This is an optimization exercise on Yosys and OpenROAD, whose aim is small area, not a production implementation.
RTL that was checked went through simulation tests only; none was proved equivalent to the original.
The RTL of runs 2 and 3 was laid out without a check of its function.
Power is estimated from default activity; no workload was simulated.

==> flow/design.v <==
module avalonBus
(
	input wire clk,
	input wire n_rst,
	input wire slave_read,
	input wire slave_write,
	input wire [31:0] slave_writedata,
	input wire [31:0] slave_addr,
	output reg [31:0] slave_readdata,
	input wire [31:0] master_readdata,
	output reg master_read,
	output reg master_write,
	output reg [31:0] master_addr,
	output reg [31:0] master_writedata,
	output reg sobel_complete
);
function automatic [31:0] add32(input [31:0] x, input [31:0] y, input ci);
	integer i;
	reg c;
	begin
		c = ci;
		for (i = 0; i < 32; i = i + 1) begin
			add32[i] = x[i] ^ y[i] ^ c;
			c = (x[i] & y[i]) | (c & (x[i] ^ y[i]));
		end
	end
endfunction
localparam [1:0] S_IDLE = 2'd0, S_READ = 2'd1, S_WRITE = 2'd2;
reg [1:0] s_state;
reg [31:0] startpixel, endpixel;
reg status, control;
wire a_hi0 = (slave_addr[31:3] == 29'd0);
wire a1 = a_hi0 && slave_addr[2:0] == 3'd1;
wire a2 = a_hi0 && slave_addr[2:0] == 3'd2;
wire a3 = a_hi0 && slave_addr[2:0] == 3'd3;
wire a4 = a_hi0 && slave_addr[2:0] == 3'd4;
always_ff @(posedge clk, negedge n_rst) begin
	if (!n_rst) begin
		s_state <= S_IDLE;
		startpixel <= 32'd0;
		endpixel <= 32'd0;
		status <= 1'b0;
		control <= 1'b0;
	end else begin
		case (s_state)
		S_IDLE: begin
			if (slave_write && (a1 || a2 || a4)) s_state <= S_WRITE;
			else if (slave_read && a3) s_state <= S_READ;
			else if (slave_write && a3) s_state <= S_WRITE;
		end
		S_READ: if (!(slave_read && a3)) s_state <= S_IDLE;
		default: s_state <= S_IDLE;
		endcase
		if (s_state == S_WRITE) begin
			if (a1) startpixel <= slave_writedata;
			if (a2) endpixel <= slave_writedata;
			if (a3) status <= slave_writedata[0];
			if (a4) control <= slave_writedata[0];
		end
	end
end
always_comb begin
	slave_readdata = 32'd0;
	slave_readdata[0] = (s_state == S_READ) && a3 && status;
end
localparam [3:0] C_IDLE = 4'd0, C_GPA = 4'd1, C_FETCH = 4'd2, C_PREWAIT = 4'd3,
	C_STORE = 4'd4, C_GRAY = 4'd5, C_WAIT2 = 4'd6, C_GSM = 4'd7, C_CHKOUT = 4'd8,
	C_STOREOUT = 4'd9, C_CHKDONE = 4'd10, C_DONE = 4'd11, C_ENDDONE = 4'd12;
reg [3:0] c_state;
reg store_out_pix;
reg need_fill;
localparam [2:0] M_IDLE = 3'd0, M_READ = 3'd1, M_RD1 = 3'd2, M_RD2 = 3'd3, M_WRITE = 3'd4, M_WD = 3'd5;
reg [2:0] m_state;
wire data_ready = (m_state == M_RD2);
wire addr_done;
wire image_done;
wire gray_en;
wire gray_done;
wire compute_sobel;
wire fill;
wire sobel_pixel;
wire out_full, out_empty;
wire nx_pixel_en = (c_state == C_GPA);
wire read_enable = (c_state == C_FETCH) && addr_done;
wire store_en = (c_state == C_STORE) && data_ready;
wire get_matrix = (c_state == C_WAIT2);
wire out_en = ((c_state == C_CHKOUT) && !out_full) || ((c_state == C_STOREOUT) && out_empty);
wire write_out_enable = ((c_state == C_CHKOUT) && out_full) || ((c_state == C_DONE) && !out_empty)
	|| ((c_state == C_ENDDONE) && out_empty);
wire img_done = ((c_state == C_DONE) && out_empty) || (c_state == C_ENDDONE);
always_comb sobel_complete = img_done;
always_ff @(posedge clk, negedge n_rst) begin
	if (!n_rst) begin
		c_state <= C_IDLE;
		store_out_pix <= 1'b0;
		need_fill <= 1'b0;
	end else begin
		case (c_state)
		C_IDLE: if (control) c_state <= C_GPA;
		C_GPA: c_state <= C_FETCH;
		C_FETCH: if (addr_done) c_state <= C_PREWAIT;
		C_PREWAIT: c_state <= C_STORE;
		C_STORE: if (data_ready) c_state <= gray_en ? C_GRAY : C_GPA;
		C_GRAY: if (gray_done) c_state <= C_WAIT2;
		C_WAIT2: begin
			need_fill <= fill;
			c_state <= compute_sobel ? C_GSM : C_GPA;
		end
		C_GSM: begin
			store_out_pix <= sobel_pixel;
			c_state <= C_CHKOUT;
		end
		C_CHKOUT: c_state <= out_full ? C_STOREOUT : C_CHKDONE;
		C_STOREOUT: if (out_empty) c_state <= C_CHKDONE;
		C_CHKDONE: begin
			if (image_done) c_state <= C_DONE;
			else if (need_fill) c_state <= C_GPA;
			else c_state <= C_WAIT2;
		end
		C_DONE: c_state <= C_ENDDONE;
		default: c_state <= C_ENDDONE;
		endcase
	end
end
always_ff @(posedge clk, negedge n_rst) begin
	if (!n_rst) m_state <= M_IDLE;
	else begin
		case (m_state)
		M_IDLE: if (read_enable) m_state <= M_READ; else if (write_out_enable) m_state <= M_WRITE;
		M_READ: m_state <= M_RD1;
		M_RD1: m_state <= M_RD2;
		M_WRITE: m_state <= M_WD;
		default: m_state <= M_IDLE;
		endcase
	end
end
wire [31:0] calc_address;
wire [31:0] write_addr;
wire [31:0] out_pixel;
wire m_rd = (m_state == M_READ) || (m_state == M_RD1) || (m_state == M_RD2);
wire m_wr = (m_state == M_WRITE) || (m_state == M_WD);
always_comb begin
	master_read = (m_state == M_READ) || (m_state == M_RD1);
	master_write = m_wr;
	master_addr = m_rd ? calc_address : (m_wr ? write_addr : 32'd0);
	master_writedata = m_wr ? out_pixel : 32'd0;
end
localparam [4:0] W_IDLE = 5'd0, W_CALC1 = 5'd1, W_DONE1 = 5'd2, W_CALC2 = 5'd3, W_DONE2 = 5'd4,
	W_CALC3 = 5'd5, W_DONE3 = 5'd6, W_INCDEC = 5'd7, W_DONEINCDEC = 5'd8, W_NR1 = 5'd9,
	W_DONEN1 = 5'd10, W_NR2 = 5'd11, W_DONEN2 = 5'd12, W_INCROW = 5'd13, W_DONEINCROW = 5'd14,
	W_DONE = 5'd15, W_ENDDONE = 5'd16;
reg [4:0] w_state;
reg [7:0] col_cnt;
reg [8:0] row_cnt;
reg [1:0] matrix_cnt;
reg [31:0] calc_q;
reg w_edge;
reg w_incdec;
reg w_adp;
reg get_addr;
wire w_is_done = (w_state == W_DONE1) || (w_state == W_DONE2) || (w_state == W_DONE3) ||
	(w_state == W_DONEINCDEC) || (w_state == W_DONEN1) || (w_state == W_DONEN2) ||
	(w_state == W_DONEINCROW) || (w_state == W_ENDDONE);
assign addr_done = w_is_done || ((w_state == W_IDLE) && w_adp);
assign image_done = (w_state == W_ENDDONE) || (w_state == W_DONE);
reg next_edge;
always_comb begin
	next_edge = w_edge;
	if (w_state == W_IDLE && nx_pixel_en && w_edge) next_edge = 1'b0;
	if (w_state == W_INCDEC && !w_adp) begin
		if (!w_incdec && col_cnt == 8'd159) next_edge = 1'b1;
		if (w_incdec && col_cnt == 8'd0) next_edge = 1'b1;
	end
end
wire trig = nx_pixel_en || get_addr;
wire upd = !w_adp && (((w_state == W_CALC1 || w_state == W_NR1) && trig) ||
	((w_state == W_CALC2 || w_state == W_CALC3 || w_state == W_NR2) && nx_pixel_en));
wire m0 = (matrix_cnt == 2'd0);
wire first = (w_state == W_CALC1) && m0;
wire big = m0 && (w_state == W_CALC2 || w_state == W_CALC3 || w_state == W_NR1);
wire [31:0] row15 = add32({19'd0, row_cnt, 4'd0}, ~{23'd0, row_cnt}, 1'b1);
wire [31:0] col3 = add32({23'd0, col_cnt, 1'b0}, {24'd0, col_cnt}, 1'b0);
wire [31:0] offs_w = add32({14'd0, row15[12:0], 5'd0}, {22'd0, col3[9:0]}, 1'b0);
wire [17:0] offs = offs_w[17:0];
wire [17:0] incv = big ? ((w_state == W_NR1 && w_incdec) ? 18'd475 : 18'd478) : 18'd1;
wire [31:0] add_a = first ? startpixel : calc_q;
wire [17:0] add_b = first ? offs : incv;
wire [31:0] add_s = add32(add_a, {14'd0, add_b}, 1'b0);
assign calc_address = calc_q;
always_ff @(posedge clk, negedge n_rst) begin
	if (!n_rst) begin
		w_state <= W_IDLE;
		col_cnt <= 8'd0;
		row_cnt <= 9'd0;
		matrix_cnt <= 2'd0;
		calc_q <= 32'd0;
		w_edge <= 1'b0;
		w_incdec <= 1'b0;
		w_adp <= 1'b0;
		get_addr <= 1'b0;
	end else begin
		w_adp <= addr_done;
		w_edge <= next_edge;
		if (upd) begin
			calc_q <= add_s;
			matrix_cnt <= (matrix_cnt == 2'd2) ? 2'd0 : matrix_cnt + 2'd1;
		end
		case (w_state)
		W_IDLE: begin
			if (nx_pixel_en) begin
				w_state <= w_edge ? W_NR1 : W_CALC1;
				get_addr <= 1'b1;
			end else get_addr <= 1'b0;
		end
		W_CALC1: if (upd) begin
			get_addr <= 1'b0;
			w_state <= (matrix_cnt == 2'd2) ? W_DONE2 : W_DONE1;
		end
		W_CALC2: if (upd) w_state <= (matrix_cnt == 2'd2) ? W_DONE3 : W_DONE2;
		W_CALC3: if (upd) begin
			if (row_cnt == 9'd477 && col_cnt == 8'd0 && matrix_cnt == 2'd2) w_state <= W_ENDDONE;
			else w_state <= (matrix_cnt == 2'd2) ? W_DONEINCDEC : W_DONE3;
		end
		W_NR1: if (upd) begin
			get_addr <= 1'b0;
			w_state <= (matrix_cnt == 2'd2) ? W_DONEN2 : W_DONEN1;
		end
		W_NR2: if (upd) w_state <= (matrix_cnt == 2'd2) ? W_DONEINCROW : W_DONEN2;
		W_INCDEC: if (!w_adp) begin
			w_state <= W_IDLE;
			if (!w_incdec) begin
				if (col_cnt == 8'd159) begin col_cnt <= 8'd157; w_incdec <= 1'b1; end
				else col_cnt <= col_cnt + 8'd1;
			end else begin
				if (col_cnt == 8'd0) begin col_cnt <= 8'd2; w_incdec <= 1'b0; end
				else col_cnt <= col_cnt - 8'd1;
			end
		end
		W_INCROW: if (!w_adp) begin
			row_cnt <= row_cnt + 9'd1;
			w_state <= W_IDLE;
		end
		W_DONE1: w_state <= W_CALC1;
		W_DONE2: w_state <= W_CALC2;
		W_DONE3: w_state <= W_CALC3;
		W_DONEINCDEC: w_state <= W_INCDEC;
		W_DONEN1: w_state <= W_NR1;
		W_DONEN2: w_state <= W_NR2;
		W_DONEINCROW: w_state <= W_INCROW;
		W_ENDDONE: w_state <= W_DONE;
		default: ;
		endcase
	end
end
reg [1:0] word_ph;        
reg [7:0] carry;          
reg [2:0] g_cnt;          
assign gray_en = store_en && (word_ph == 2'd2);
assign gray_done = (g_cnt == 3'd5);
wire [31:0] rw = master_readdata;
reg [5:0] gx_r, gx_g;
reg [3:0] gx_b;
always_comb begin
	case (word_ph)
	2'd0: begin gx_r = rw[31:26]; gx_g = rw[23:18]; gx_b = rw[15:12]; end
	2'd1: begin gx_r = carry[5:0]; gx_g = rw[31:26]; gx_b = rw[23:20]; end
	default: begin gx_r = rw[23:18]; gx_g = rw[15:10]; gx_b = rw[7:4]; end
	endcase
end
wire [31:0] g3 = add32({25'd0, gx_g, 1'b0}, {26'd0, gx_g}, 1'b0);
wire [31:0] grb = add32({26'd0, gx_r}, {28'd0, gx_b}, 1'b0);
wire [31:0] gsw = add32({24'd0, g3[7:0]}, {25'd0, grb[6:0]}, 1'b0);
wire [8:0] gsum = gsw[8:0];
wire [7:0] gray_a = gsum[8] ? 8'hFF : gsum[7:0];
wire [31:0] csw = add32({24'd0, carry}, {28'd0, rw[31:28]}, 1'b0);
wire [8:0] csum = csw[8:0];
wire [7:0] gray_c = csum[8] ? 8'hFF : csum[7:0];
wire [31:0] p3 = add32({25'd0, rw[7:2], 1'b0}, {26'd0, rw[7:2]}, 1'b0);
wire [31:0] p1w = add32({24'd0, p3[7:0]}, {26'd0, rw[15:10]}, 1'b0);
wire [7:0] p1 = p1w[7:0];
always_ff @(posedge clk, negedge n_rst) begin
	if (!n_rst) begin
		word_ph <= 2'd0;
		g_cnt <= 3'd0;
	end else begin
		if (store_en) word_ph <= (word_ph == 2'd2) ? 2'd0 : word_ph + 2'd1;
		if (g_cnt == 3'd5) g_cnt <= 3'd0;
		else if (g_cnt != 3'd0 || gray_en) g_cnt <= g_cnt + 3'd1;
	end
end
always_ff @(posedge clk) begin
	if (store_en) begin
		if (word_ph == 2'd0) carry <= {2'b00, rw[7:2]};
		else if (word_ph == 2'd1) carry <= p1;
	end
end
localparam [3:0] B_IDLE = 4'd0, B_FILL1 = 4'd1, B_FILL2 = 4'd2, B_FILL3 = 4'd3, B_FILL4 = 4'd4,
	B_FILL5 = 4'd5, B_FILL6 = 4'd6, B_INC = 4'd7, B_DEC = 4'd8, B_SHIFT = 4'd9, B_SHIFTC = 4'd10;
reg [3:0] b_state;
reg [2:0] counter;
reg shift_en, b_incdec, edge_found, shift_done, cs_prev;
reg cs;
reg fill_r;
reg [3:0] b_next;
reg [2:0] n_counter;
reg n_shift_en, n_incdec, n_edge_found, n_shift_done;
assign compute_sobel = cs;
assign fill = fill_r;
always_comb begin
	b_next = b_state;
	cs = cs_prev;
	n_counter = counter;
	n_shift_en = shift_en;
	n_incdec = b_incdec;
	n_edge_found = edge_found;
	n_shift_done = shift_done;
	fill_r = 1'b0;
	case (b_state)
	B_IDLE: b_next = B_FILL1;
	B_FILL1: begin
		cs = 1'b0;
		if (gray_done) b_next = B_FILL2;
	end
	B_FILL2: if (gray_done) b_next = B_FILL3;
	B_FILL3: if (gray_done) begin
		if (b_incdec && !shift_en) b_next = B_INC;
		else if (!b_incdec && !shift_en) b_next = B_DEC;
		else b_next = B_FILL6;
		if (next_edge) n_edge_found = 1'b1;
	end
	B_INC: begin
		if (cs_prev) cs = 1'b0;
		else if (get_matrix) begin
			cs = 1'b1;
			n_counter = counter + 3'd1;
			if (n_counter == 3'd1 && !shift_done) begin fill_r = 1'b1; b_next = B_FILL4; end
			else if (n_counter == 3'd5 && !edge_found) begin fill_r = 1'b1; b_next = B_FILL1; end
			else if (n_counter == 3'd5 && edge_found) begin n_edge_found = 1'b0; b_next = B_SHIFT; end
			else if (shift_done) n_shift_done = 1'b0;
		end
	end
	B_FILL4: begin
		cs = 1'b0;
		if (gray_done) b_next = B_FILL5;
	end
	B_FILL5: if (gray_done) b_next = B_FILL6;
	B_FILL6: if (gray_done) begin
		if (shift_en) begin n_shift_en = 1'b0; b_next = B_SHIFTC; end
		if (next_edge) n_edge_found = 1'b1;
		if (b_incdec && !shift_en) b_next = B_INC;
		else if (!b_incdec && !shift_en) b_next = B_DEC;
	end
	B_SHIFTC: begin
		cs = 1'b1;
		n_shift_done = 1'b1;
		b_next = b_incdec ? B_INC : B_DEC;
	end
	B_DEC: begin
		if (cs_prev) cs = 1'b0;
		else if (get_matrix) begin
			cs = 1'b1;
			n_counter = counter - 3'd1;
			if (n_counter == 3'd4 && !shift_done) begin fill_r = 1'b1; b_next = B_FILL1; end
			else if (n_counter == 3'd0 && !next_edge) begin fill_r = 1'b1; b_next = B_FILL4; end
			else if (n_counter == 3'd0 && next_edge) begin b_next = B_SHIFT; n_edge_found = 1'b0; end
			else if (shift_done) n_shift_done = 1'b0;
		end
	end
	B_SHIFT: begin
		cs = 1'b0;
		n_shift_en = 1'b1;
		fill_r = 1'b1;
		b_next = B_FILL3;
		n_incdec = !b_incdec;
	end
	default: ;
	endcase
end
always_ff @(posedge clk, negedge n_rst) begin
	if (!n_rst) begin
		b_state <= B_IDLE;
		counter <= 3'd0;
		shift_en <= 1'b0;
		b_incdec <= 1'b1;
		edge_found <= 1'b0;
		shift_done <= 1'b0;
		cs_prev <= 1'b0;
	end else begin
		b_state <= b_next;
		counter <= n_counter;
		shift_en <= n_shift_en;
		b_incdec <= n_incdec;
		edge_found <= n_edge_found;
		shift_done <= n_shift_done;
		cs_prev <= cs;
	end
end
wire [2:0][7:0][7:0] cb;
wire fill_hi = (b_state == B_FILL1) || (b_state == B_FILL2) || (b_state == B_FILL3);
wire fill_lo = (b_state == B_FILL4) || (b_state == B_FILL5) || (b_state == B_FILL6);
wire [2:0] fill_row;
assign fill_row[2] = (b_state == B_FILL1) || (b_state == B_FILL4);
assign fill_row[1] = (b_state == B_FILL2) || (b_state == B_FILL5);
assign fill_row[0] = (b_state == B_FILL3) || (b_state == B_FILL6);
wire do_shift = (b_state == B_SHIFT);
genvar gr, gc;
generate
for (gr = 0; gr < 3; gr = gr + 1) begin : g_row
	for (gc = 0; gc < 8; gc = gc + 1) begin : g_col
		wire half_ok = (gc >= 4) ? fill_hi : fill_lo;
		wire [1:0] ph = (gc % 4 == 3) ? 2'd0 : (gc % 4 == 2) ? 2'd1 : 2'd2;
		wire we = store_en && fill_row[gr] && half_ok && (word_ph == ph);
		wire [7:0] din = (gc % 4 == 1) ? gray_c : gray_a;
		reg [7:0] px;
		always_ff @(posedge clk) begin
			if (gr > 0 && do_shift) px <= cb[(gr > 0) ? gr - 1 : 0][gc];
			else if (we) px <= din;
		end
		assign cb[gr][gc] = px;
	end
end
endgenerate
wire [2:0] c2 = 3'd7 - counter;
wire [2:0] c1 = 3'd6 - counter;
wire [2:0] c0 = 3'd5 - counter;
wire [7:0] r12 = cb[1][c2], r11 = cb[1][c1], r10 = cb[1][c0];
wire [7:0] m02 = cb[0][c2], m01 = cb[0][c1], m00 = cb[0][c0];
wire [7:0] m22 = do_shift ? r12 : cb[2][c2];
wire [7:0] m21 = do_shift ? r11 : cb[2][c1];
wire [7:0] m20 = do_shift ? r10 : cb[2][c0];
wire [7:0] m12 = do_shift ? m02 : r12;
wire [7:0] m10 = do_shift ? m00 : r10;
function automatic [9:0] sum3(input [7:0] x, input [7:0] y, input [7:0] z);
	reg [31:0] t1, t2;
	begin
		t1 = add32({24'd0, x}, {24'd0, y}, 1'b0);
		t2 = add32({23'd0, t1[8:0]}, {24'd0, z}, 1'b0);
		sum3 = t2[9:0];
	end
endfunction
function automatic outside63(input [10:0] x);
	outside63 = !((x[10:6] == 5'd0) || ((x[10:6] == 5'b11111) && (x[5:0] != 6'd0)));
endfunction
wire [9:0] su_p = sum3(m22, m12, m21);
wire [9:0] su_n = sum3(m10, m01, m00);
wire [9:0] sv_p = sum3(m12, m02, m01);
wire [9:0] sv_n = sum3(m20, m10, m21);
wire [31:0] uw = add32({22'd0, su_p}, ~{22'd0, su_n}, 1'b1);
wire [31:0] vw = add32({22'd0, sv_p}, ~{22'd0, sv_n}, 1'b1);
assign sobel_pixel = outside63(uw[10:0]) || outside63(vw[10:0]);
localparam [2:0] O_IDLE = 3'd0, O_CHECK = 3'd1, O_FULL = 3'd2, O_WRITE = 3'd3, O_DONE = 3'd4;
reg [2:0] o_state;
reg [31:0] sr;
reg [5:0] buffcnt;
reg [4:0] ccnt;
reg [8:0] rcnt;
reg [31:0] curr_addr;
reg [31:0] opix_q;
wire full = (buffcnt == 6'd32);
wire nextcol = (ccnt == 5'd19);
wire odd = rcnt[0];
wire [31:0] r5 = add32({21'd0, rcnt, 2'b00}, {23'd0, rcnt}, 1'b0);
wire [31:0] evw = add32({20'd0, r5[11:0]}, {27'd0, ccnt}, 1'b0);
wire [31:0] odw = add32(32'd5, ~{27'd0, ccnt}, 1'b1);
wire [29:0] ob = odd ? odw[29:0] : {18'd0, evw[11:0]};
wire [31:0] oa = odd ? curr_addr : endpixel;
wire [31:0] osw = add32({2'b00, oa[31:2]}, {2'b00, ob}, 1'b0);
wire [31:0] oadd_s = {osw[29:0], oa[1:0]};
assign out_full = (o_state == O_FULL);
assign out_empty = (o_state == O_WRITE);
always_ff @(posedge clk, negedge n_rst) begin
	if (!n_rst) begin
		o_state <= O_IDLE;
		sr <= 32'hFFFFFFFF;
		buffcnt <= 6'd0;
		ccnt <= 5'd0;
		rcnt <= 9'd0;
		curr_addr <= 32'd0;
	end else begin
		case (o_state)
		O_IDLE: begin
			if (img_done) o_state <= O_DONE;
			else if (out_en) o_state <= O_CHECK;
		end
		O_CHECK: o_state <= full ? O_FULL : O_IDLE;
		O_FULL: if (write_out_enable) o_state <= O_WRITE;
		O_WRITE: o_state <= O_IDLE;
		default: ;
		endcase
		if (out_en) begin
			sr <= {store_out_pix, sr[31:1]};
			buffcnt <= full ? 6'd1 : buffcnt + 6'd1;
		end
		if (out_en && nextcol) ccnt <= 5'd0;
		else if (write_out_enable) ccnt <= nextcol ? 5'd1 : ccnt + 5'd1;
		if (nextcol) rcnt <= rcnt + 9'd1;
		if (write_out_enable && !img_done) curr_addr <= oadd_s;
	end
end
reg [31:0] opix;
always_comb begin
	opix = opix_q;
	if (o_state == O_WRITE) begin
		if (ccnt <= 5'd18) opix = sr;
		else if (!odd) opix = {sr[31:2], 2'b00};
		else opix = {2'b00, sr[29:0]};
	end else if (o_state == O_DONE) opix = 32'd1;
end
always_ff @(posedge clk) opix_q <= opix;
assign out_pixel = opix;
assign write_addr = img_done ? 32'd4 : curr_addr;
endmodule
==> flow/run.sh <==
#!/bin/bash
# synth_recipe.tcl (not shown) runs the flow's synth.tcl, then flattens the netlist and writes it again
# the make line also repeats each setting of config.mk as NAME=value (left out here)
make -C /OpenROAD-flow-scripts/flow DESIGN_CONFIG=/design/flow/config.mk WORK_HOME=/design/flow/orfs CLKGATE_MAP_FILE= SYNTH_SCRIPT=/design/flow/synth_recipe.tcl finish
==> flow/config.mk <==
export PLATFORM = sky130hd
export DESIGN_NAME = avalonBus
export DESIGN_NICKNAME = avalonBus
export VERILOG_FILES = /design/flow/design.v
export SDC_FILE = /design/flow/constraint.sdc
export NUM_CORES = 4
export LEC_CHECK = 0
export CAP_MARGIN = 20
export CORE_MARGIN = 2
export CORE_UTILIZATION = 40
export PLACE_DENSITY = 0.6
export SLEW_MARGIN = 20
==> flow/constraint.sdc <==
create_clock -name core_clock -period 12.0 [get_ports {clk}]
set_input_delay 2.4000 -clock core_clock [delete_from_list [all_inputs] [get_ports {clk}]]
set_output_delay 2.4000 -clock core_clock [all_outputs]
set_load 0.01 [all_outputs]
==> results of run 1 <==
## flip-flops by register name, indices dropped and copies added, names as in the netlist, 5 cells and up
name and flops:
calc_q 32, startpixel 32, endpixel 32, carry 8, row_cnt 9, opix_q 32, curr_addr 32, ccnt 5
sr 32, buffcnt 6, rcnt 9, g_row.g_col.px 192, w_state 5, col_cnt 8
## cell usage in the layout, fill, tap and decap left out, drive strengths merged, types with 16 or more instances in the layout
| cell type | synthesis | final |
|---|---|---|
| nor2 | 343 | 343 |
| buf | 111 | 41 |
| conb | 1 | 31 |
| nand3 | 30 | 30 |
| a21oi | 98 | 98 |
| clkinv | 1 | 16 |
| o21a | 39 | 39 |
| clkbuf | 84 | 71 |
| ha | 97 | 97 |
| dfrtp | 208 | 208 |
| inv | 186 | 187 |
| mux2 | 162 | 162 |
| nand2 | 288 | 288 |
| clkdlybuf4s50 | 0 | 158 |
| fa | 171 | 171 |
| nand2b | 33 | 33 |
| mux2i | 102 | 102 |
| nor3 | 19 | 19 |
| dfxtp | 32 | 32 |
| dfstp | 33 | 33 |
| a22o | 41 | 41 |
| and2 | 40 | 40 |
| xnor2 | 27 | 27 |
| edfxtp | 200 | 200 |
| o21ai | 103 | 103 |
| nor4 | 18 | 18 |
| mux4 | 110 | 110 |
## area by class of cell
class	instances	area [sq um]
Fill cell	7122	41900
Multi-Input combinational cell	1934	16700
Sequential cell	473	12700
Timing Repair Buffer	199	1920
Clock buffer	71	1530
Tap cell	1040	1300
Inverter	187	702
Clock inverter	23	308
Antenna cell	1	2.50
## worst min path at each step
stage	end	cells past startpoint	from
6_report	opix_q[3]	2	opix_q[3]
4_1_cts	opix_q[13]	2	opix_q[13]
5_1_grt	opix_q[4]	2	opix_q[4]
3_3_place_gp	opix_q[7]	2	opix_q[7]
3_5_place_dp	opix_q[3]	2	opix_q[3]
2_1_floorplan	opix_q[10]	2	opix_q[10]
## stage by stage
| step | cell area (sq um) | setup WS [ns] | total power, uW | cells | utilization (%) |
|---|---|---|---|---|---|
| 2_1_floorplan | 31100 | 0.969 | 1960 | 2789 | - |
| 3_3_place_gp | 33400 | 0.484 | 2050 | 3832 | 43.3 |
| 3_5_place_dp | 33400 | 0.455 | 2060 | 3832 | 43.3 |
| 4_1_cts | 35200 | 0.361 | 3780 | 3926 | 45.6 |
| 5_1_grt | 35200 | 0.0322 | 3880 | 3928 | 45.7 |
| 6_report | 35200 | 0.438 | 3740 | 3928 | 45.7 |
## critical path: cells and delay by family (launching register included)
kind,cells,cell delay [ns]
XOR/XNOR,1,0.16
buffers and inverters,3,0.16
flip-flops,1,0.44
AND/OR/NAND/NOR,2,0.13
adder cells (fa/ha/maj),29,10.22
AO/OA/AOI/OAI,2,0.34
## cell families after synthesis
kind of cell             after synthesis  share of synthesized area (%)
AO/OA/AOI/OAI                        378                           8.01
XOR/XNOR                              31                          0.936
adder cells (fa/ha/maj)              268                           15.0
buffers and inverters                382                           5.56
flip-flops                           473                           41.0
multiplexers                         374                           17.2
other                                  1                         0.0121
AND/OR/NAND/NOR                      852                           12.3
## layer usage
| metal | vias up | GRT usage (%) | wire length, microns |
|---|---|---|---|
| met3 | 114 | 2.70 | 4060 |
| met2 | 550 | 34.1 | 39000 |
| met5 | - | 0 | 0 |
| met4 | 0 | 5.05 | 1720 |
| li1 | 9750 | - | - |
| met1 | 10800 | 25.0 | 31400 |
## report_power, final
part	switching, uW	total (uW)	internal [uW]
registers	0.0466	1750	1750
logic	168	271	103
clock network	671	1710	1040
## timing repair
action                     CTS  global route
setup endpoints to repair    0             1
hold buffers                 0             0
resized for setup            0             3
==> impl_metrics.env, run 1 <==
export IMPL_irDropWorstVdd_mv=0.0921
export IMPL_drtIter0Drc=1536
export IMPL_max_stage_delay_ns=0.49
export IMPL_drtPass1Iterations=7
export IMPL_io_buffers=159
export IMPL_p_per_area_mw_per_mm2=106
export IMPL_postCtsSetupBuffers=0
export IMPL_total_leakage_power_uw=0.0142
export IMPL_htreeDepth=2
export IMPL_slew_limit_headroom_pct=27.3
export IMPL_areaGrowthSynthToFinish_pct=13.6
export IMPL_synth_area_leaders="edfxtp_1 (19%), dfrtp_1 (17%), fa_1 (11%)"
export IMPL_tightest_slew_ns=1.09
export IMPL_remaining_drc_errors=0
export IMPL_skew_ns=0.0148
export IMPL_coreArea_sq_mm=0.0771
export IMPL_grt_max_degree=126
export IMPL_status="finished clean"
export IMPL_ys_top_cells_by_count="nor2_1 (343), nand2_1 (286), dfrtp_1 (208), edfxtp_1 (200), inv_1 (185)"
export IMPL_path_clk_slew_ns=0.06
export IMPL_cts_max_path_buffers=3
export IMPL_die_w_microns=282
export IMPL_ys_warn_count=1
export IMPL_arrival_ns=12.05
export IMPL_drt_wl_total_microns=76200
export IMPL_crit_path_end_kind="flip-flop"
export IMPL_clock_sinks=473
export IMPL_rsz0062_at_grt="no"
export IMPL_drv_slew=0
export IMPL_fin_setup_tns_ns=0
export IMPL_clock_fmax_mhz=86.5
export IMPL_die_height_microns=282
export IMPL_r2r_start="rcnt[2]"
export IMPL_grt_ovfl_total=0
export IMPL_period_minus_slack_ns=11.56
export IMPL_grt_first_pass_wirelength_microns=121000
export IMPL_nets=3214
export IMPL_cp_startpoint="rcnt[2]"
export IMPL_clock_latency_ns=0.60
export IMPL_synth_top_area_share_pct=19.4
export IMPL_crit_type="flip-flop to flip-flop"
export IMPL_startpoint_type="flip-flop"
export IMPL_hold_class="flip-flop to flip-flop"
export IMPL_endpoint="curr_addr[31]"
export IMPL_yosysSeqAreaShare_pct=41.0
export IMPL_drive_gt1_share_pct=16.4
export IMPL_grt_usage_pct=19.4
export IMPL_synthArstFlopShare_pct=51.0
export IMPL_synth_edf_count=200
export IMPL_routedWlPerCell_microns=19.4
export IMPL_hold_violations=0
export IMPL_setup_viol=0
export IMPL_critPathSlowestCell="fa_1"
export IMPL_cts_root_buffer="clkbuf_16"
export IMPL_die_area_sq_mm=0.0798
export IMPL_postSynthAreaPerCell_sq_um=11.2
export IMPL_antenna_found_initial=1
export IMPL_yosysTopAreaCell="edfxtp_1"
export IMPL_synth_ff_type="dfrtp_1"
export IMPL_maxCapViolations=0
export IMPL_ys_ff_latch=473
export IMPL_r2r_worst_path_cells=37
export IMPL_crit_required_ns=12.49
export IMPL_vias=21200
export IMPL_syn_area_sq_mm=0.0310
export IMPL_synth_most_common_cell="nor2_1"
export IMPL_rrSetupSlack_ns=0.44
export IMPL_vias_per_cell=5.39
export IMPL_cts_buffers=51
export IMPL_gp_congestion=0.864
export IMPL_hold_ws_ns=0.457
export IMPL_hpwl_microns=54300
export IMPL_grt_pass1_vias=21900
export IMPL_post_route_period_util_pct=96.4
export IMPL_rows=102
export IMPL_final_antenna_net_count=0
export IMPL_start_util_pct=40.2
export IMPL_cp_max_fo=5
export IMPL_pin_count=199
export IMPL_r2r_end="curr_addr[31]"
export IMPL_yosysUniqueCellTypes=87
export IMPL_syn_inst=2759
export IMPL_cts_tree="done"
export IMPL_timing_critical_path_mode_cell="fa_1"
==> inputs of run 2 (changes only) <==
--- a/flow/design.v
+++ b/flow/design.v
@@ -106,11 +106,11 @@
 			need_fill <= fill;
 			c_state <= compute_sobel ? C_GSM : C_GPA;
 		end
-		C_GSM: begin
+		C_GSM: c_state <= C_CHKOUT;
+		C_CHKOUT: begin
 			store_out_pix <= sobel_pixel;
-			c_state <= C_CHKOUT;
+			c_state <= out_full ? C_STOREOUT : C_CHKDONE;
 		end
-		C_CHKOUT: c_state <= out_full ? C_STOREOUT : C_CHKDONE;
 		C_STOREOUT: if (out_empty) c_state <= C_CHKDONE;
 		C_CHKDONE: begin
 			if (image_done) c_state <= C_DONE;
@@ -187,13 +187,13 @@
 wire [17:0] add_b = first ? offs : incv;
 wire [31:0] add_s = add32(add_a, {14'd0, add_b}, 1'b0);
 assign calc_address = calc_q;
+always_ff @(posedge clk) if (upd) calc_q <= add_s;
 always_ff @(posedge clk, negedge n_rst) begin
 	if (!n_rst) begin
 		w_state <= W_IDLE;
 		col_cnt <= 8'd0;
 		row_cnt <= 9'd0;
 		matrix_cnt <= 2'd0;
-		calc_q <= 32'd0;
 		w_edge <= 1'b0;
 		w_incdec <= 1'b0;
 		w_adp <= 1'b0;
@@ -202,7 +202,6 @@
 		w_adp <= addr_done;
 		w_edge <= next_edge;
 		if (upd) begin
-			calc_q <= add_s;
 			matrix_cnt <= (matrix_cnt == 2'd2) ? 2'd0 : matrix_cnt + 2'd1;
 		end
 		case (w_state)
@@ -396,6 +395,9 @@
 	end
 end
 wire [2:0][7:0][7:0] cb;
+reg [1:0] rot;
+reg sv_q;
+wire [1:0] rot_dec = (rot == 2'd0) ? 2'd2 : rot - 2'd1;
 wire fill_hi = (b_state == B_FILL1) || (b_state == B_FILL2) || (b_state == B_FILL3);
 wire fill_lo = (b_state == B_FILL4) || (b_state == B_FILL5) || (b_state == B_FILL6);
 wire [2:0] fill_row;
@@ -403,59 +405,85 @@
 assign fill_row[1] = (b_state == B_FILL2) || (b_state == B_FILL5);
 assign fill_row[0] = (b_state == B_FILL3) || (b_state == B_FILL6);
 wire do_shift = (b_state == B_SHIFT);
+always_ff @(posedge clk, negedge n_rst) begin
+	if (!n_rst) begin
+		rot <= 2'd0;
+		sv_q <= 1'b0;
+	end else begin
+		sv_q <= do_shift;
+		if (sv_q) rot <= rot_dec;
+	end
+end
+wire [2:0] fill_phys;
+assign fill_phys[0] = (rot == 2'd0) ? fill_row[0] : (rot == 2'd1) ? fill_row[2] : fill_row[1];
+assign fill_phys[1] = (rot == 2'd0) ? fill_row[1] : (rot == 2'd1) ? fill_row[0] : fill_row[2];
+assign fill_phys[2] = (rot == 2'd0) ? fill_row[2] : (rot == 2'd1) ? fill_row[1] : fill_row[0];
 genvar gr, gc;
 generate
 for (gr = 0; gr < 3; gr = gr + 1) begin : g_row
 	for (gc = 0; gc < 8; gc = gc + 1) begin : g_col
 		wire half_ok = (gc >= 4) ? fill_hi : fill_lo;
 		wire [1:0] ph = (gc % 4 == 3) ? 2'd0 : (gc % 4 == 2) ? 2'd1 : 2'd2;
-		wire we = store_en && fill_row[gr] && half_ok && (word_ph == ph);
+		wire we = store_en && fill_phys[gr] && half_ok && (word_ph == ph);
 		wire [7:0] din = (gc % 4 == 1) ? gray_c : gray_a;
 		reg [7:0] px;
 		always_ff @(posedge clk) begin
-			if (gr > 0 && do_shift) px <= cb[(gr > 0) ? gr - 1 : 0][gc];
-			else if (we) px <= din;
+			if (we) px <= din;
 		end
 		assign cb[gr][gc] = px;
 	end
 end
 endgenerate
-wire [2:0] c2 = 3'd7 - counter;
-wire [2:0] c1 = 3'd6 - counter;
-wire [2:0] c0 = 3'd5 - counter;
-wire [7:0] r12 = cb[1][c2], r11 = cb[1][c1], r10 = cb[1][c0];
-wire [7:0] m02 = cb[0][c2], m01 = cb[0][c1], m00 = cb[0][c0];
-wire [7:0] m22 = do_shift ? r12 : cb[2][c2];
-wire [7:0] m21 = do_shift ? r11 : cb[2][c1];
-wire [7:0] m20 = do_shift ? r10 : cb[2][c0];
-wire [7:0] m12 = do_shift ? m02 : r12;
-wire [7:0] m10 = do_shift ? m00 : r10;
-function automatic [9:0] sum3(input [7:0] x, input [7:0] y, input [7:0] z);
-	reg [31:0] t1, t2;
-	begin
-		t1 = add32({24'd0, x}, {24'd0, y}, 1'b0);
-		t2 = add32({23'd0, t1[8:0]}, {24'd0, z}, 1'b0);
-		sum3 = t2[9:0];
-	end
+wire j0 = (c_state == C_WAIT2);
+wire j1 = (c_state == C_GSM);
+wire j2 = !j0 && !j1;
+wire [2:0] wcol = ~n_counter - {1'b0, j2, j1};
+wire vs = (b_next == B_SHIFT) || (b_state == B_SHIFT) || sv_q;
+wire [2:0] l2, l1, l0;
+assign l2 = vs ? ((rot == 2'd0) ? 3'b010 : (rot == 2'd1) ? 3'b100 : 3'b001)
+               : ((rot == 2'd0) ? 3'b100 : (rot == 2'd1) ? 3'b001 : 3'b010);
+assign l0 = (rot == 2'd0) ? 3'b001 : (rot == 2'd1) ? 3'b010 : 3'b100;
+assign l1 = vs ? l0 : ((rot == 2'd0) ? 3'b010 : (rot == 2'd1) ? 3'b100 : 3'b001);
+wire [2:0][7:0] yq;
+genvar gp;
+generate
+for (gp = 0; gp < 3; gp = gp + 1) begin : g_phys
+	assign yq[gp] = cb[gp][wcol];
+end
+endgenerate
+function automatic [7:0] pick(input [2:0] s, input [2:0][7:0] q);
+	pick = ({8{s[0]}} & q[0]) | ({8{s[1]}} & q[1]) | ({8{s[2]}} & q[2]);
 endfunction
+wire [7:0] x2 = pick(l2, yq), x1 = pick(l1, yq), x0 = pick(l0, yq);
+wire [31:0] pw = add32({24'd0, x2}, {24'd0, x1}, 1'b0);
+wire [31:0] qw = add32({24'd0, x1}, {24'd0, x0}, 1'b0);
+wire [31:0] dw = add32({24'd0, x2}, ~{24'd0, x0}, 1'b1);
+wire [10:0] cp = {2'b00, pw[8:0]};
+wire [10:0] cq = {2'b00, qw[8:0]};
+wire [10:0] cd = {{2{dw[8]}}, dw[8:0]};
+wire [10:0] xu = j0 ? cp : (j1 ? cd : cq);
+wire [10:0] xv = j0 ? cq : (j1 ? cd : cp);
+wire nu = j2;
+wire nv = !j0;
+reg [10:0] acc_u, acc_v;
+wire [31:0] su = add32({21'd0, j0 ? 11'd0 : acc_u}, {21'd0, xu ^ {11{nu}}}, nu);
+wire [31:0] sv = add32({21'd0, j0 ? 11'd0 : acc_v}, {21'd0, xv ^ {11{nv}}}, nv);
+always_ff @(posedge clk) begin
+	acc_u <= su[10:0];
+	acc_v <= sv[10:0];
+end
 function automatic outside63(input [10:0] x);
 	outside63 = !((x[10:6] == 5'd0) || ((x[10:6] == 5'b11111) && (x[5:0] != 6'd0)));
 endfunction
-wire [9:0] su_p = sum3(m22, m12, m21);
-wire [9:0] su_n = sum3(m10, m01, m00);
-wire [9:0] sv_p = sum3(m12, m02, m01);
-wire [9:0] sv_n = sum3(m20, m10, m21);
-wire [31:0] uw = add32({22'd0, su_p}, ~{22'd0, su_n}, 1'b1);
-wire [31:0] vw = add32({22'd0, sv_p}, ~{22'd0, sv_n}, 1'b1);
-assign sobel_pixel = outside63(uw[10:0]) || outside63(vw[10:0]);
+assign sobel_pixel = outside63(su[10:0]) || outside63(sv[10:0]);
 localparam [2:0] O_IDLE = 3'd0, O_CHECK = 3'd1, O_FULL = 3'd2, O_WRITE = 3'd3, O_DONE = 3'd4;
 reg [2:0] o_state;
 reg [31:0] sr;
+reg sr_pend, sr_bit;
 reg [5:0] buffcnt;
 reg [4:0] ccnt;
 reg [8:0] rcnt;
 reg [31:0] curr_addr;
-reg [31:0] opix_q;
 wire full = (buffcnt == 6'd32);
 wire nextcol = (ccnt == 5'd19);
 wire odd = rcnt[0];
@@ -471,11 +499,9 @@
 always_ff @(posedge clk, negedge n_rst) begin
 	if (!n_rst) begin
 		o_state <= O_IDLE;
-		sr <= 32'hFFFFFFFF;
 		buffcnt <= 6'd0;
 		ccnt <= 5'd0;
 		rcnt <= 9'd0;
-		curr_addr <= 32'd0;
 	end else begin
 		case (o_state)
 		O_IDLE: begin
@@ -488,25 +514,37 @@
 		default: ;
 		endcase
 		if (out_en) begin
-			sr <= {store_out_pix, sr[31:1]};
 			buffcnt <= full ? 6'd1 : buffcnt + 6'd1;
 		end
 		if (out_en && nextcol) ccnt <= 5'd0;
 		else if (write_out_enable) ccnt <= nextcol ? 5'd1 : ccnt + 5'd1;
 		if (nextcol) rcnt <= rcnt + 9'd1;
-		if (write_out_enable && !img_done) curr_addr <= oadd_s;
 	end
 end
+always_ff @(posedge clk) begin
+	sr_pend <= out_en;
+	sr_bit <= (c_state == C_CHKOUT) ? sobel_pixel : store_out_pix;
+	if (sr_pend) sr <= {sr_bit, sr[31:1]};
+	if (write_out_enable && !img_done) curr_addr <= oadd_s;
+end
+wire in_wo = (o_state == O_WRITE);
+reg wo_keep, wo_odd;
+always_ff @(posedge clk) begin
+	if (in_wo) begin
+		wo_keep <= (ccnt <= 5'd18);
+		wo_odd <= odd;
+	end
+end
+wire [31:0] obase = sr;
+wire okeep = in_wo ? (ccnt <= 5'd18) : wo_keep;
+wire oodd = in_wo ? odd : wo_odd;
 reg [31:0] opix;
 always_comb begin
-	opix = opix_q;
-	if (o_state == O_WRITE) begin
-		if (ccnt <= 5'd18) opix = sr;
-		else if (!odd) opix = {sr[31:2], 2'b00};
-		else opix = {2'b00, sr[29:0]};
-	end else if (o_state == O_DONE) opix = 32'd1;
+	if (o_state == O_DONE) opix = 32'd1;
+	else if (okeep) opix = obase;
+	else if (!oodd) opix = {obase[31:2], 2'b00};
+	else opix = {2'b00, obase[29:0]};
 end
-always_ff @(posedge clk) opix_q <= opix;
 assign out_pixel = opix;
 assign write_addr = img_done ? 32'd4 : curr_addr;
 endmodule
--- a/flow/config.mk
+++ b/flow/config.mk
@@ -8,5 +8,8 @@
 export CAP_MARGIN = 20
 export CORE_MARGIN = 2
 export CORE_UTILIZATION = 40
+export CTS_BUF_LIST = sky130_fd_sc_hd__clkbuf_8
+export CTS_CLUSTER_DIAMETER = 50
+export CTS_CLUSTER_SIZE = 16
 export PLACE_DENSITY = 0.6
 export SLEW_MARGIN = 20
==> run 2 against run 1 <==
  * Still clean on timing, DRC and antenna
  * Maximum frequency rose by 0.68%
  * Sequential power barely moved
  * Final area fell by 14%
  * Clock-buffer cell count fell by 16
  * Core utilization rose by 0.31 points
  * Critical path type unchanged
  * Critical endpoint is now curr_addr[31]
  * Largest cell class is now registers
  * Largest power group unchanged
  * Highest routed layer unchanged
==> impl_metrics.env, run 2 <==
export IMPL_status="finished clean"
export IMPL_grt_first_pass_wirelength_microns=96900
export IMPL_syn_inst=2168
export IMPL_grt_ovfl_total=0
export IMPL_synthArstFlopShare_pct=31.5
export IMPL_hold_class="flip-flop to flip-flop"
export IMPL_cts_root_buffer="clkbuf_8"
export IMPL_setup_viol=0
export IMPL_synth_edf_count=296
export IMPL_yosysSeqAreaShare_pct=49.5
export IMPL_yosysUniqueCellTypes=80
export IMPL_hold_violations=0
export IMPL_rows=94
export IMPL_period_minus_slack_ns=11.48
export IMPL_io_buffers=159
export IMPL_ys_ff_latch=470
export IMPL_yosysTopAreaCell="edfxtp_1"
export IMPL_grt_max_degree=104
export IMPL_vias=16900
export IMPL_remaining_drc_errors=0
export IMPL_ys_top_cells_by_count="edfxtp_1 (296), nand2_1 (220), inv_1 (177), dfrtp_1 (147), fa_1 (137)"
export IMPL_drtIter0Drc=1272
export IMPL_rrSetupSlack_ns=0.52
export IMPL_final_antenna_net_count=0
export IMPL_vias_per_cell=5.26
export IMPL_maxCapViolations=0
export IMPL_synth_area_leaders="edfxtp_1 (34%), dfrtp_1 (14%), fa_1 (10%)"
export IMPL_tightest_slew_ns=1.13
export IMPL_path_clk_slew_ns=0.09
export IMPL_dp_cells=3121
export IMPL_drt_wl_total_microns=60900
export IMPL_ys_warn_count=1
export IMPL_die_area_sq_mm=0.0683
export IMPL_arrival_ns=11.88
export IMPL_crit_buf_inv=3
export IMPL_timing_critical_path_mode_cell="fa_1"
export IMPL_hold_buffers=0
export IMPL_cts_tree="done"
export IMPL_n_fill_cell=5972
export IMPL_critPathTopFamily="adder cells"
export IMPL_startpoint_type="flip-flop"
export IMPL_nets=2639
export IMPL_gp_congestion=0.861
export IMPL_synth_ff_type="edfxtp_1"
export IMPL_final_common_cell="edfxtp_1"
export IMPL_die_height_microns=261
export IMPL_crit_required_ns=12.40
export IMPL_routedWlPerCell_microns=18.9
export IMPL_syn_area_sq_mm=0.0265
export IMPL_clock_latency_ns=0.65
export IMPL_total_leakage_power_uw=0.0118
export IMPL_postCtsSetupBuffers=0
export IMPL_synth_most_common_cell="edfxtp_1"
export IMPL_max_stage_delay_ns=0.49
export IMPL_clock_fmax_mhz=87.1
export IMPL_clock_sinks=470
export IMPL_final_cell_mix="edfxtp_1 (296), nand2_1 (220), inv_1 (180)"
export IMPL_grt_usage_pct=18.1
export IMPL_cts_buffers=53
export IMPL_crit_path_end_kind="flip-flop"
export IMPL_cp_max_fo=9
export IMPL_fin_setup_tns_ns=0
export IMPL_die_w_microns=261
export IMPL_synth_top_area_share_pct=33.5
export IMPL_antenna_found_initial=1
export IMPL_postSynthAreaPerCell_sq_um=12.2
export IMPL_slew_limit_headroom_pct=24.6
export IMPL_skew_ns=0.0290
export IMPL_coreArea_sq_mm=0.0656
export IMPL_critPathSlowestCell="dfrtp_2"
export IMPL_fin_cells=3220
export IMPL_hpwl_microns=43300
export IMPL_post_route_period_util_pct=95.7
export IMPL_crit_type="flip-flop to flip-flop"
export IMPL_grt_pass1_vias=17400
export IMPL_regMostFlops="g_row.g_col.px"
export IMPL_htreeDepth=2
export IMPL_drtPass1Iterations=5
export IMPL_drive_gt1_share_pct=12.6
export IMPL_pin_count=199
export IMPL_areaGrowthSynthToFinish_pct=13.9
export IMPL_drv_slew=0
export IMPL_irDropWorstVdd_mv=0.0914
export IMPL_cts_max_path_buffers=3
export IMPL_p_per_area_mw_per_mm2=107
export IMPL_cts_repair_resized=0
export IMPL_largest_reg_flops=192
export IMPL_rsz0062_at_grt="no"
export IMPL_start_util_pct=40.4
## run 2: cell count changes in the layout (fill, tap and decap cells not counted), moves of 22 or more
cell       change
mux2_2        -57
nand2_1       -66
edfxtp_1      +96
mux4_2        -62
o21a_1        -27
mux2i_1       -30
clkbuf_16     -55
fa_1          -34
dfrtp_1       -58
a21oi_1       -22
nor2_1       -218
dfstp_2       -32
clkbuf_8      +47
## run 2: logic make-up (layout without fill, tap and decap cells)
group / after synthesis / in the layout / share of synthesized area [%]
xor+xnor: 42 / 42 / 1.39
fa+ha+maj: 227 / 227 / 14.6
simple gates: 576 / 576 / 10.4
mux: 222 / 222 / 11.1
buf+inv: 306 / 462 / 4.84
flops: 470 / 470 / 49.5
compound gates: 324 / 324 / 8.11
other cells: 1 / 33 / 0.0142
## run 2: per-layer routing
layer,track usage (%),part of all wire (%),vias up
met4,4.43,1.7,0
met3,2.79,5.7,68
met5,0,0,-
met1,24.9,45,8477
li1,-,-,7926
met2,30.0,47,470
## run 2: metrics by stage
step	util, %	hold WS, ns	area, sq um	setup slack (ns)	total power, uW
floorplan	-	0.386	26600	1.05	1910
global placement	44.1	0.425	28900	0.662	2000
detailed placement	44.1	0.431	28900	0.548	2010
CTS	46.0	0.453	30200	0.527	3270
global route	46.0	0.467	30200	0.0865	3350
finish	46.0	0.442	30200	0.516	3220
## run 2: worst reg2reg max path: cells and delay by family (launching register included)
family	cells	cell delay [ns]
xor gates and xnor gates	1	0.16
AOI/OAI and AO/OA	1	0.15
buffers and inverters	3	0.18
adders and majority gates	29	10.26
DFF	1	0.49
## run 2: cell type report
cell class	instances	area (sq um)	area share [%]
Tap cell	864	1080	3.58
Clock inverter	42	487	1.61
Sequential cell	470	13100	43.4
Clock buffer	55	757	2.51
Multi-Input combinational cell	1422	12300	40.7
Timing Repair Buffer	186	1800	5.96
Antenna cell	2	5.00	0.0166
Inverter	179	672	2.23
## run 2: path summary, 6_finish.rpt
check / startpoint / end / cells after the start
max in group asynchronous: n_rst / s_state[0] / 2
min: sr_bit / sr[31] / 0
max: rcnt[0] / curr_addr[31] / 34
min in group asynchronous: n_rst / row_cnt[8] / 1
max reg2reg: rcnt[0] / curr_addr[31] / 34
min reg2reg: sr_bit / sr[31] / 0
## run 2: report_power, final
group / leakage (uW) / switching (uW) / internal [uW] / total, uW
registers: 0.00484 / 0.139 / 1780 / 1780
logic: 0.00638 / 131 / 54.1 / 185
clock network: 0.000620 / 658 / 593 / 1250
==> inputs of run 3 (changes only) <==
==> flow/flow/run.sh (new file) <==
#!/bin/bash
# Standard layout, with the port buffers made from the smallest buffer cell.
set -euo pipefail
bash standard.sh "BUFFER_PORTS_ARGS=-buffer_cell sky130_fd_sc_hd__buf_1" finish > standard_flow.log 2>&1
==> flow/standard.sh (new file) <==
#!/bin/bash
# synth_recipe.tcl (not shown) runs the flow's synth.tcl, then flattens the netlist and writes it again
# the make line also repeats each setting of config.mk as NAME=value (left out here)
make -C /OpenROAD-flow-scripts/flow DESIGN_CONFIG=/design/flow/config.mk WORK_HOME=/design/flow/orfs CLKGATE_MAP_FILE= SYNTH_SCRIPT=/design/flow/synth_recipe.tcl "${@:-finish}"
--- a/flow/config.mk
+++ b/flow/config.mk
@@ -8,8 +8,5 @@
 export CAP_MARGIN = 20
 export CORE_MARGIN = 2
 export CORE_UTILIZATION = 40
-export CTS_BUF_LIST = sky130_fd_sc_hd__clkbuf_8
-export CTS_CLUSTER_DIAMETER = 50
-export CTS_CLUSTER_SIZE = 16
 export PLACE_DENSITY = 0.6
 export SLEW_MARGIN = 20
removed: flow/run.sh
==> run 3 against run 2 <==
  * Worst hold slack got worse by 0.0051 ns
  * Die area stayed put
  * Worst setup slack improved by 0.048 ns
  * Maximum frequency increased by 0.42%
  * Largest cell class unchanged
  * Highest routed layer unchanged
==> impl_metrics.env, run 3 <==
export IMPL_postCtsSetupBuffers=0
export IMPL_tightest_slew_ns=1.00
export IMPL_synth_area_leaders="edfxtp_1 (34%), dfrtp_1 (14%), fa_1 (10%)"
export IMPL_n_fill_cell=6039
export IMPL_drt_wl_total_microns=60100
export IMPL_cts_root_buffer="clkbuf_16"
export IMPL_seqCellArea_sq_mm=0.0131
export IMPL_areaGrowthSynthToFinish_pct=11.7
export IMPL_slew_limit_headroom_pct=31.3
export IMPL_arrival_ns=11.77
export IMPL_die_w_microns=261
export IMPL_rrSetupSlack_ns=0.56
export IMPL_htreeDepth=2
export IMPL_path_clk_slew_ns=0.06
export IMPL_pin_count=199
export IMPL_io_buffers=159
export IMPL_hold_ws_ns=0.437
export IMPL_hold_class="flip-flop to flip-flop"
export IMPL_coreArea_sq_mm=0.0656
export IMPL_final_antenna_net_count=0
export IMPL_hpwl_microns=43000
export IMPL_drtPass1Iterations=5
export IMPL_insertedDiodeCount=0
export IMPL_cts_max_path_buffers=3
export IMPL_final_common_cell="edfxtp_1"
export IMPL_die_area_sq_mm=0.0683
export IMPL_hold_violations=0
export IMPL_fin_ws_ns=0.564
export IMPL_crit_path_end_kind="flip-flop"
export IMPL_cts_tree="done"
export IMPL_ys_ff_latch=470
export IMPL_irDropWorstVdd_mv=0.178
export IMPL_synth_most_common_cell="edfxtp_1"
export IMPL_power_uw=3500
export IMPL_postSynthAreaPerCell_sq_um=12.2
export IMPL_synth_ff_type="edfxtp_1"
export IMPL_fin_setup_tns_ns=0
export IMPL_vias_per_cell=5.26
export IMPL_start_util_pct=40.4
export IMPL_clock_fmax_mhz=87.4
export IMPL_syn_inst=2168
export IMPL_regMostFlops="g_row.g_col.px"
export IMPL_startpoint_type="flip-flop"
export IMPL_use_met2_pct=29.6
export IMPL_total_leakage_power_uw=0.0116
export IMPL_crit_required_ns=12.34
export IMPL_grt_max_degree=62
export IMPL_final_cell_mix="edfxtp_1 (296), nand2_1 (220), inv_1 (177)"
export IMPL_yosysSeqAreaShare_pct=49.5
export IMPL_critPathTopFamily="adder cells"
export IMPL_nets=2636
export IMPL_remaining_drc_errors=0
export IMPL_drtIter0Drc=1253
export IMPL_antenna_found_initial=0
export IMPL_drv_slew=0
export IMPL_ys_warn_count=1
export IMPL_grt_ovfl_total=0
export IMPL_ys_top_cells_by_count="edfxtp_1 (296), nand2_1 (220), inv_1 (177), dfrtp_1 (147), fa_1 (137)"
export IMPL_grt_first_pass_wirelength_microns=95400
export IMPL_rsz0062_at_grt="no"
export IMPL_grtUsageMet1_pct=24.3
export IMPL_crit_type="flip-flop to flip-flop"
export IMPL_vias=16900
export IMPL_multi_input_area_sq_mm=0.0123
export IMPL_critPathSlowestCell="dfrtp_2"
export IMPL_max_stage_delay_ns=0.53
export IMPL_grt_usage_pct=17.8
export IMPL_yosysTopAreaCell="edfxtp_1"
export IMPL_synthArstFlopShare_pct=31.5
export IMPL_synth_edf_count=296
export IMPL_clock_sinks=470
export IMPL_rows=94
export IMPL_crit_buf_inv=3
export IMPL_p_per_area_mw_per_mm2=118
export IMPL_yosysUniqueCellTypes=80
export IMPL_dp_slack_ns=0.603
export IMPL_hold_buffers=0
export IMPL_cp_max_fo=16
export IMPL_routedWlPerCell_microns=18.7
export IMPL_cts_repair_resized=0
export IMPL_largest_reg_flops=192
export IMPL_grt_use_met3_pct=3.22
export IMPL_status="finished clean"
export IMPL_syn_area_sq_mm=0.0265
export IMPL_grt_pass1_vias=17000
export IMPL_timing_critical_path_mode_cell="fa_1"
export IMPL_grt_most_used_layer="met2"
export IMPL_synth_top_area_share_pct=33.5
export IMPL_maxCapViolations=0
export IMPL_post_route_period_util_pct=95.3
export IMPL_setup_viol=0
export IMPL_cts_buffers=51
export IMPL_gp_congestion=0.866
export IMPL_drive_gt1_share_pct=11.8
export IMPL_skew_ns=0.0298
export IMPL_clock_latency_ns=0.60
export IMPL_period_minus_slack_ns=11.44
export IMPL_die_height_microns=261
run 3: changes by cell type in the layout (fill, tap and decap cells not counted), moves of 3 or more:
| cell | before | now |
|---|---|---|
| buf_1 | 0 | 158 |
| clkdlybuf4s50_1 | 158 | 0 |
| clkbuf_8 | 56 | 2 |
| clkbuf_16 | 0 | 51 |
| clkbuf_1 | 0 | 16 |
| inv_6 | 6 | 1 |
| inv_8 | 5 | 0 |
| clkinv_1 | 6 | 9 |
| clkinvlp_4 | 7 | 4 |
| inv_1 | 180 | 177 |
run 3: path summary, 6_finish.rpt:
path,startpoint,to,depth (start not counted)
hold / removal,sr[11],sr[10],0
setup reg to reg,rcnt[0],curr_addr[31],34
max in group asynchronous,n_rst,rcnt[0],2
hold reg to reg,sr[11],sr[10],0
setup / recovery,rcnt[0],curr_addr[31],34
min in group asynchronous,n_rst,startpixel[10],1
run 3: layer usage:
metal,vias to the layer above,part of all wire [%]
met1,8445,44
met5,-,0
met4,0,1.9
li1,7918,-
met3,75,5.8
met2,456,48
run 3: cell families (layout without fill, tap and decap cells):
logic type,count (synthesis),in the layout,share of synthesized area [%]
flip-flops,470,470,49.5
AND/OR/NAND/NOR,576,576,10.4
buffers and inverters,306,457,4.84
AO/OA/AOI/OAI,324,324,8.11
multiplexers,222,222,11.1
other,1,31,0.0142
adder cells (fa/ha/maj),227,227,14.6
XOR/XNOR,42,42,1.39
run 3: power by group:
part	switching [uW]	leakage, uW	total [uW]	internal (uW)
sequential	0.140	0.00484	1790	1790
combinational	129	0.00599	164	34.5
clock	647	0.000782	1550	905
total	776	0.0116	3500	2730
run 3: layout make-up:
| class | count | area share (%) |
|---|---|---|
| flip-flops and latches | 470 | 44.3 |
| well taps | 864 | 3.65 |
| multi-input cells | 1422 | 41.5 |
| inverters | 179 | 2.27 |
| clock inverters | 24 | 0.922 |
| clock buffers | 69 | 4.61 |
| repair buffers | 185 | 2.73 |
run 3: metrics by stage:
step	util (%)	instances	instance area, sq um
6_report	45.1	3213	29600
5_1_grt	45.1	3213	29600
4_1_cts	45.1	3213	29600
3_5_place_dp	42.6	3120	27900
3_3_place_gp	42.6	3120	27900
2_1_floorplan	-	2198	26600
run 3: worst register-to-register path, delay by kind of cell (launching register included):
kind	cells	cell delay (ns)
DFF	1	0.53
adders and majority gates	29	10.22
buffers and inverters	3	0.17
xor gates and xnor gates	1	0.16
AOI/OAI and AO/OA	1	0.13
==> inputs of run 4 (changes only) <==
--- a/flow/design.v
+++ b/flow/design.v
@@ -479,7 +479,6 @@
 localparam [2:0] O_IDLE = 3'd0, O_CHECK = 3'd1, O_FULL = 3'd2, O_WRITE = 3'd3, O_DONE = 3'd4;
 reg [2:0] o_state;
 reg [31:0] sr;
-reg sr_pend, sr_bit;
 reg [5:0] buffcnt;
 reg [4:0] ccnt;
 reg [8:0] rcnt;
@@ -522,20 +521,20 @@
 	end
 end
 always_ff @(posedge clk) begin
-	sr_pend <= out_en;
-	sr_bit <= (c_state == C_CHKOUT) ? sobel_pixel : store_out_pix;
-	if (sr_pend) sr <= {sr_bit, sr[31:1]};
+	if (out_en) sr <= {(c_state == C_CHKOUT) ? sobel_pixel : store_out_pix, sr[31:1]};
 	if (write_out_enable && !img_done) curr_addr <= oadd_s;
 end
 wire in_wo = (o_state == O_WRITE);
-reg wo_keep, wo_odd;
+reg wo_shift, wo_lost, wo_keep, wo_odd;
 always_ff @(posedge clk) begin
 	if (in_wo) begin
+		wo_shift <= out_en;
+		wo_lost <= sr[0];
 		wo_keep <= (ccnt <= 5'd18);
 		wo_odd <= odd;
 	end
 end
-wire [31:0] obase = sr;
+wire [31:0] obase = (!in_wo && wo_shift) ? {sr[30:0], wo_lost} : sr;
 wire okeep = in_wo ? (ccnt <= 5'd18) : wo_keep;
 wire oodd = in_wo ? odd : wo_odd;
 reg [31:0] opix;
==> flow/run.sh (new file) <==
#!/bin/bash
# synth_recipe.tcl (not shown) runs the flow's synth.tcl, then flattens the netlist and writes it again
# the make line also repeats each setting of config.mk as NAME=value (left out here)
make -C /OpenROAD-flow-scripts/flow DESIGN_CONFIG=/design/flow/config.mk WORK_HOME=/design/flow/orfs CLKGATE_MAP_FILE= SYNTH_SCRIPT=/design/flow/synth_recipe.tcl finish
removed: flow/flow/run.sh
removed: flow/standard.sh
==> run 4 against run 3 <==
  * Register-to-register slack lost 0.02 ns
  * Largest cell class unchanged
  * Maximum frequency decreased by 0.15%
  * Synthesized cell count grew 4.1%
  * Core utilization up 1.4 points
  * First-iteration DRC count grew 4.6%
  * Worst setup slack worse by 0.017 ns
  * Non-clock buffer count increased by 2
  * Clock-buffer cell count up 3
  * Final area up 5.4%
==> impl_metrics.env, run 4 <==
export IMPL_die_w_microns=264
export IMPL_synth_area_leaders="edfxtp_1 (33%), dfrtp_1 (14%), fa_1 (10%)"
export IMPL_skew_ns=0.0395
export IMPL_ys_warn_count=1
export IMPL_synth_ff_type="edfxtp_1"
export IMPL_startpoint_type="flip-flop"
export IMPL_power_uw=3620
export IMPL_crit_type="flip-flop to flip-flop"
export IMPL_slew_limit_headroom_pct=28.5
export IMPL_final_cell_mix="edfxtp_1 (298), nand2_1 (285), inv_1 (182)"
export IMPL_tightest_slew_ns=1.07
export IMPL_drtIter0Drc=1311
export IMPL_cts_repair_resized=0
export IMPL_vias=17500
export IMPL_irDropWorstVdd_mv=0.0941
export IMPL_htreeDepth=2
export IMPL_cts_buffers=52
export IMPL_coreArea_sq_mm=0.0670
export IMPL_largest_reg_flops=192
export IMPL_multi_input_area_sq_mm=0.0127
export IMPL_fin_setup_tns_ns=0
export IMPL_critPathSlowestCell="fa_1"
export IMPL_n_fill_cell=6063
export IMPL_yosysSeqAreaShare_pct=48.6
export IMPL_regMostFlops="g_row.g_col.px"
export IMPL_seqCellArea_sq_mm=0.0131
export IMPL_grt_first_pass_wirelength_microns=100000
export IMPL_postCtsSetupBuffers=0
export IMPL_crit_required_ns=12.35
export IMPL_drt_wl_total_microns=62500
export IMPL_insertedDiodeCount=0
export IMPL_setup_viol=0
export IMPL_die_area_sq_mm=0.0697
export IMPL_die_height_microns=264
export IMPL_cp_max_fo=6
export IMPL_synthArstFlopShare_pct=31.5
export IMPL_ys_ff_latch=470
export IMPL_cts_root_buffer="clkbuf_16"
export IMPL_maxCapViolations=0
export IMPL_start_util_pct=40.3
export IMPL_clock_sinks=470
export IMPL_synth_most_common_cell="edfxtp_1"
export IMPL_hpwl_microns=45000
export IMPL_clock_fmax_mhz=87.3
export IMPL_drive_gt1_share_pct=12.0
export IMPL_areaGrowthSynthToFinish_pct=15.4
export IMPL_rsz0062_at_grt="no"
export IMPL_final_antenna_net_count=0
export IMPL_status="finished clean"
export IMPL_grt_max_degree=97
export IMPL_period_minus_slack_ns=11.45
export IMPL_post_route_period_util_pct=95.4
export IMPL_cts_tree="done"
export IMPL_synth_edf_count=298
export IMPL_grt_pass1_vias=17800
export IMPL_path_clk_slew_ns=0.06
export IMPL_vias_per_cell=5.30
export IMPL_gp_congestion=0.823
export IMPL_syn_area_sq_mm=0.0270
export IMPL_rows=95
export IMPL_hold_violations=0
export IMPL_hold_class="flip-flop to flip-flop"
export IMPL_crit_path_end_kind="flip-flop"
export IMPL_postSynthAreaPerCell_sq_um=12.0
export IMPL_p_per_area_mw_per_mm2=116
export IMPL_yosysUniqueCellTypes=86
export IMPL_timing_critical_path_mode_cell="fa_1"
export IMPL_routedWlPerCell_microns=19.0
export IMPL_cts_max_path_buffers=3
export IMPL_final_common_cell="edfxtp_1"
export IMPL_io_buffers=159
export IMPL_remaining_drc_errors=0
export IMPL_antenna_found_initial=0
export IMPL_grt_ovfl_total=0
export IMPL_max_stage_delay_ns=0.48
export IMPL_drv_slew=0
export IMPL_total_leakage_power_uw=0.0123
export IMPL_hold_buffers=0
export IMPL_synth_top_area_share_pct=33.1
export IMPL_drtPass1Iterations=5
export IMPL_arrival_ns=11.80
export IMPL_ys_top_cells_by_count="edfxtp_1 (298), nand2_1 (285), inv_1 (182), dfrtp_1 (147), fa_1 (137)"
export IMPL_grt_usage_pct=18.1
export IMPL_pin_count=199
export IMPL_nets=2712
export IMPL_clock_latency_ns=0.61
export IMPL_yosysTopAreaCell="edfxtp_1"
export IMPL_syn_inst=2256
-- run 4: final cells by class --
cell class,instances,share of cell area (%)
Clock inverter,24,1.12
Inverter,182,2.19
Tap cell,873,3.50
Multi-Input combinational cell,1492,40.6
Sequential cell,470,42.1
Clock buffer,72,4.65
Timing Repair Buffer,187,5.81
-- run 4: worst max-delay path: cells and delay by family, from the launching register on --
kind	cells	cell delay, ns
fa+ha+maj	29	10.27
flops	1	0.45
buf+inv	3	0.17
xor+xnor	1	0.16
compound gates	1	0.14
-- run 4: metal layers --
metal  up-vias  track usage (%)  share of wire, %
li1       8192                -                 -
met1      8798             26.3                47
met2       424             28.5                46
met3        74             2.59               4.8
met4         0             4.44               1.8
met5         -                0                 0
-- run 4: cells by family (layout without fill, tap and decap cells) --
kind of cell | Yosys count | count (layout) | share of synthesized area [%]
buffers and inverters | 324 | 465 | 5.13
multiplexers | 230 | 230 | 11.3
AO/OA/AOI/OAI | 355 | 355 | 8.78
flip-flops | 470 | 470 | 48.6
adder cells (fa/ha/maj) | 227 | 227 | 14.3
other | 1 | 31 | 0.0139
XOR/XNOR | 42 | 42 | 1.42
AND/OR/NAND/NOR | 607 | 607 | 10.4
-- run 4: through the flow --
| stage | hold WS (ns) | area [sq um] | std cells | worst slack, ns | utilization [%] |
|---|---|---|---|---|---|
| final | 0.450 | 31200 | 3300 | 0.546 | 46.5 |
| after global placement | 0.426 | 29400 | 3203 | 0.676 | 43.8 |
| after detailed placement | 0.437 | 29400 | 3203 | 0.603 | 43.8 |
| after floorplan | 0.419 | 27100 | 2286 | 1.16 | - |
| after CTS | 0.453 | 31200 | 3299 | 0.547 | 46.5 |
| after global routing | 0.459 | 31200 | 3300 | 0.146 | 46.5 |
-- run 4: path summary, 6_finish.rpt --
check / start / end / slack (ns) / cells after the start
max in group asynchronous: n_rst / buffcnt[3] / 8.80 / 2
max: rcnt[2] / curr_addr[31] / 0.55 / 34
max reg2reg: rcnt[2] / curr_addr[31] / 0.55 / 34
min reg2reg: endpixel[0] / curr_addr[0] / 0.45 / 0
min: endpixel[0] / curr_addr[0] / 0.45 / 0
min in group asynchronous: n_rst / row_cnt[8] / 1.86 / 1
-- run 4: report_power, final --
group	leakage [uW]	switching, uW	internal [uW]
logic	0.00673	119	52.0
registers	0.00468	0.00000000278	1790
clock network	0.000867	661	1000
total	0.0123	780	2840

-- what the ideal ports hide --
The flow's constraints put no driver on any port. The routed layouts listed below were extracted and timed again, unchanged, in two steps. Step 1: set_driving_cell puts a clkbuf_16 on clk and a buf_2 on each other input, an assumption about the parent block. Step 2 also shifts input and output timing later by t, the mid clock arrival at the registers, as if the neighbouring blocks saw the same clock. a / b / c = ideal / step 1 / step 2; a / b = the first two.
run | t (ns) | slack for setup (ns) | cell pins on the clock port's net
run 1 | 0.652 | 0.438 / 0.438 / 0.438 | 1
run 2 | 0.697 | 0.516 / 0.516 / 0.516 | 1
run 3 | 0.646 | 0.564 / 0.564 / 0.564 | 1
run 4 | 0.648 | 0.546 / 0.546 / 0.546 | 1
After both steps every run listed still meets setup and hold.
